Context: an optimization exercise on an open-source flow, tuned for small area, a short achievable clock period and few clock cycles per item. The choices shown serve that exercise and are no tape-out recipe. The RTL was checked by simulation tests, not by an equivalence proof against the original design.

==> inputs of run H <==
## axc_booth
module axc_booth #(
        parameter integer NA=32,
        parameter integer NB=32,
        parameter integer NC=$clog2(NA)+1
    )(
        input   wire                 CLK,
        input   wire                 RST,
        input   wire                 START,
        input   wire  [NA-1:0]       A_in,
        input   wire  [NB-1:0]       B_in,
        input   wire  [NC-1:0]       C_in,
        output  wire  [NA+NB-1:0]    N_out,
        output  wire                 Done_out
    );
==> module axc_booth, before the edit <==
module axc_booth #(
        parameter integer NA=32,
        parameter integer NB=32,
        parameter integer NC=$clog2(NA)+1
    )(
        input   wire                 CLK,
        input   wire                 RST,
        input   wire                 START,
        input   wire  [NA-1:0]       A_in,
        input   wire  [NB-1:0]       B_in,
        input   wire  [NC-1:0]       C_in,
        output  wire  [NA+NB-1:0]    N_out,
        output  wire                 Done_out
    );
    localparam [63:0] Z = 64'hffffff5555555600;
    reg  [31:0] B_reg;
    reg  [31:0] A_reg;                   
    reg  [5:0]  q_reg;                   
    reg  [3:0]  cnt_reg;                 
    reg         skip_reg;
    reg  [3:0]  one_reg, two_reg, neg_reg;
    reg         pre;                     
    reg  [3:0]  st;                      
    reg         Done_reg;
    reg  [63:0] acc;
    wire        fast    = (C_in >= 6'd6);
    wire        skip_in = A_in[31] & C_in[0];
    wire [5:0]  q_in    = (C_in > 6'd32) ? 6'd35 : C_in + 6'd3;
    wire [7:0]  t_top   = A_in[31:24] ^ A_in[30:23];
    wire [3:0]  cnt_top = {3'b000, t_top[0]} + {3'b000, t_top[1]} + {3'b000, t_top[2]} + {3'b000, t_top[3]}
                        + {3'b000, t_top[4]} + {3'b000, t_top[5]} + {3'b000, t_top[6]} + {3'b000, t_top[7]};
    wire [3:0]  a_one, a_two, a_neg;
    genvar j;
    generate
        for (j = 0; j < 4; j = j + 1) begin : raw
            wire b1 = A_in[25+2*j], b0 = A_in[24+2*j], bm = A_in[23+2*j];
            assign a_one[j] = b0 ^ bm;
            assign a_two[j] = (b1 ^ b0) & ~(b0 ^ bm);
            assign a_neg[j] = b1 & ~(b0 & bm);
        end
    endgenerate
    wire [5:0]  q_run = (q_reg > {2'b00, cnt_reg}) ? q_reg - {2'b00, cnt_reg} : 6'd0;
    wire [3:0]  r_one, r_two, r_neg, r_cnt;
    transition_detect TD (.a(A_reg[31:24]), .a_below(A_reg[23]), .q(q_run), .skip(skip_reg),
                          .one(r_one), .two(r_two), .neg(r_neg), .cnt(r_cnt));
    always @(posedge CLK) begin
        if (START) begin
            B_reg    <= B_in;
            A_reg    <= fast ? {A_in[23:0], 8'd0} : A_in;
            skip_reg <= skip_in;
            q_reg    <= q_in;
            cnt_reg  <= fast ? cnt_top : 4'd0;
            one_reg  <= a_one; two_reg <= a_two; neg_reg <= a_neg;
        end else begin
            A_reg    <= {A_reg[23:0], 8'd0};
            q_reg    <= q_run;
            cnt_reg  <= r_cnt;
            one_reg  <= r_one; two_reg <= r_two; neg_reg <= r_neg;
        end
    end
    wire [33:0] row [0:3];
    generate
        for (j = 0; j < 4; j = j + 1) begin : rows
            barrel_shifter BS (.b(B_reg), .one(one_reg[j]), .two(two_reg[j]), .neg(neg_reg[j]), .row(row[j]));
        end
    endgenerate
    wire [7:0]  negbits = {1'b0, neg_reg[3], 1'b0, neg_reg[2], 1'b0, neg_reg[1], 1'b0, neg_reg[0]};
    wire [63:0] acc_in  = {(st[0] ? Z[63:8] : acc[55:0]), negbits};
    wire [63:0] sum = acc_in + {30'd0, row[0]} + {28'd0, row[1], 2'd0} + {26'd0, row[2], 4'd0}
                    + {24'd0, row[3], 6'd0};
    always @(posedge CLK) begin
        if (|st) acc <= sum;
    end
    always @(posedge CLK) begin
        if (RST) begin
            pre <= 1'b0;
            st <= 4'd0;
            Done_reg <= 1'b0;
        end else if (START) begin
            pre <= ~fast;
            st <= {3'b000, fast};
            Done_reg <= 1'b0;
        end else begin
            pre <= 1'b0;
            st <= {st[2:0], pre};
            if (st[2]) Done_reg <= 1'b1;
        end
    end
    assign N_out = acc;
    assign Done_out = Done_reg;
endmodule
==> flow/config.mk <==
export PLATFORM = sky130hd
export DESIGN_NAME = axc_booth
export DESIGN_NICKNAME = axc_booth
export VERILOG_FILES = /design/flow/design.v
export SDC_FILE = /design/flow/constraint.sdc
export NUM_CORES = 4
export LEC_CHECK = 0
export ABC_AREA = 1
export CAP_MARGIN = 5
export CORE_MARGIN = 2
export CORE_UTILIZATION = 40
export SLEW_MARGIN = 5
==> flow/constraint.sdc <==
create_clock -name core_clock -period 11.0 [get_ports {CLK}]
set_input_delay 2.2000 -clock core_clock [delete_from_list [all_inputs] [get_ports {CLK}]]
set_output_delay 2.2000 -clock core_clock [all_outputs]
set_load 0.01 [all_outputs]
standard.sh (not shown) runs the stock make flow with config.mk's settings and CLKGATE_MAP_FILE= SYNTH_SCRIPT=/design/flow/synth_recipe.tcl, a recipe that flattens the netlist after the stock synthesis.
==> flow/flow/run.sh <==
#!/bin/bash
# Standard layout, but Yosys maps adders with its default (Brent-Kung) carry
# tree; the port buffers use the smallest buffer cell, and timing repair aims
# at 5 ns of setup slack (the clock and constraints are unchanged).
bash standard.sh "SYNTH_OPERATIONS_ARGS=-noshare" "BUFFER_PORTS_ARGS=-buffer_cell sky130_fd_sc_hd__buf_1" SETUP_SLACK_MARGIN=5 finish > standard.log 2>&1
==> run Z (differences from run H) <==
--- a/flow/design.v
+++ b/flow/design.v
@@ -90,5 +90,5 @@
     reg         Done_reg;
     reg  [63:0] acc;
-    wire        fast    = (C_in >= 6'd6);
+    wire        fast    = (C_in >= 6'd7);
     wire        skip_in = A_in[31] & C_in[0];
     wire [5:0]  q_in    = (C_in > 6'd32) ? 6'd35 : C_in + 6'd3;
==> flow/flow/run.sh (replaced) <==
#!/bin/bash
# Standard layout, with Yosys's full-adder extraction turned off (ABC maps
# the adder logic itself) and timing repair aiming at 5 ns of setup slack.
bash standard.sh ADDER_MAP_FILE= SETUP_SLACK_MARGIN=5 finish > standard.log 2>&1
--- a/flow/config.mk
+++ b/flow/config.mk
@@ -6,7 +6,6 @@
 export NUM_CORES = 4
 export LEC_CHECK = 0
-export ABC_AREA = 1
-export CAP_MARGIN = 5
+export CAP_MARGIN = 20
 export CORE_MARGIN = 2
 export CORE_UTILIZATION = 40
-export SLEW_MARGIN = 5
+export SLEW_MARGIN = 20
==> run P (differences from run H) <==
--- a/flow/design.v
+++ b/flow/design.v
@@ -90,5 +90,5 @@
     reg         Done_reg;
     reg  [63:0] acc;
-    wire        fast    = (C_in >= 6'd6);
+    wire        fast    = (C_in >= 6'd7);
     wire        skip_in = A_in[31] & C_in[0];
     wire [5:0]  q_in    = (C_in > 6'd32) ? 6'd35 : C_in + 6'd3;
==> flow/run.sh (new file) <==
#!/bin/bash
# synth_recipe.tcl (not shown) runs the flow's synth.tcl, then flattens the netlist and writes it again
# the make line also repeats each setting of config.mk as NAME=value (left out here)
make -C /OpenROAD-flow-scripts/flow DESIGN_CONFIG=/design/flow/config.mk WORK_HOME=/design/flow/orfs CLKGATE_MAP_FILE= SYNTH_SCRIPT=/design/flow/synth_recipe.tcl finish
--- a/flow/config.mk
+++ b/flow/config.mk
@@ -6,7 +6,7 @@
 export NUM_CORES = 4
 export LEC_CHECK = 0
-export ABC_AREA = 1
-export CAP_MARGIN = 5
+export CAP_MARGIN = 20
 export CORE_MARGIN = 2
 export CORE_UTILIZATION = 40
-export SLEW_MARGIN = 5
+export SETUP_SLACK_MARGIN = 5
+export SLEW_MARGIN = 20
removed: flow/flow/run.sh
removed: flow/standard.sh
==> run notes <==
In run Z the via count is larger than in run P, by 24%.
Wire length: run H < run P < run Z.
First-iteration DRC count: run Z > run P > run H.
Between run P and run H, the lower synthesized cell count is in run H (gap about 1.4%, measured against run H).
The highest maximum frequency belongs to run Z, the lowest to run P.
Against run Z, the utilization of run P is higher by 1.8 points.
Against run H, the worst hold slack of run P is better by 0.020 ns.
Global-route usage: run H < run P < run Z.
Critical path depth, lowest first: run Z, run P, run H.
Testbench counts of run H, summed over its fixed seeds: cycles 61,116, items 12,000.
Testbench counts of run Z, summed over its fixed seeds: cycles 61,294, items 12,000.
Testbench counts of run P, summed over its fixed seeds: cycles 61,294, items 12,000.

==> what the ideal ports hide <==
No port has a modelled driver above. Below, the same layouts with a new extraction and two added sets of constraints.
Step 1 sets driving cells, clkbuf_16 on the clock port and buf_2 on the other inputs (assumed; they add their load-dependent delay and slew).
Step 2 adds t to the input delays and takes it off the output delays; t is the mean of the earliest and latest rising clock arrival at the registers after step 1. Input paths then give back, and output paths get back, about the clock's delay inside the block.
Slacks: no drivers / after step 1 / after step 2; pairs: no drivers / after step 1.
run	t (ns)	setup WS [ns]	worst setup path at the end	worst slew at a driven data input, ns
run H	0.504	5.417 / 5.417 / 5.417	register to register	0.05
run Z	0.534	5.557 / 5.557 / 5.557	register to register	0.05
run P	0.508	5.241 / 5.241 / 5.200	input to register	0.05
After both steps setup and hold are still met in every run listed. The setup slack of run P, which loses most, moves by 0.000 ns with the drivers and by -0.041 ns with both steps.
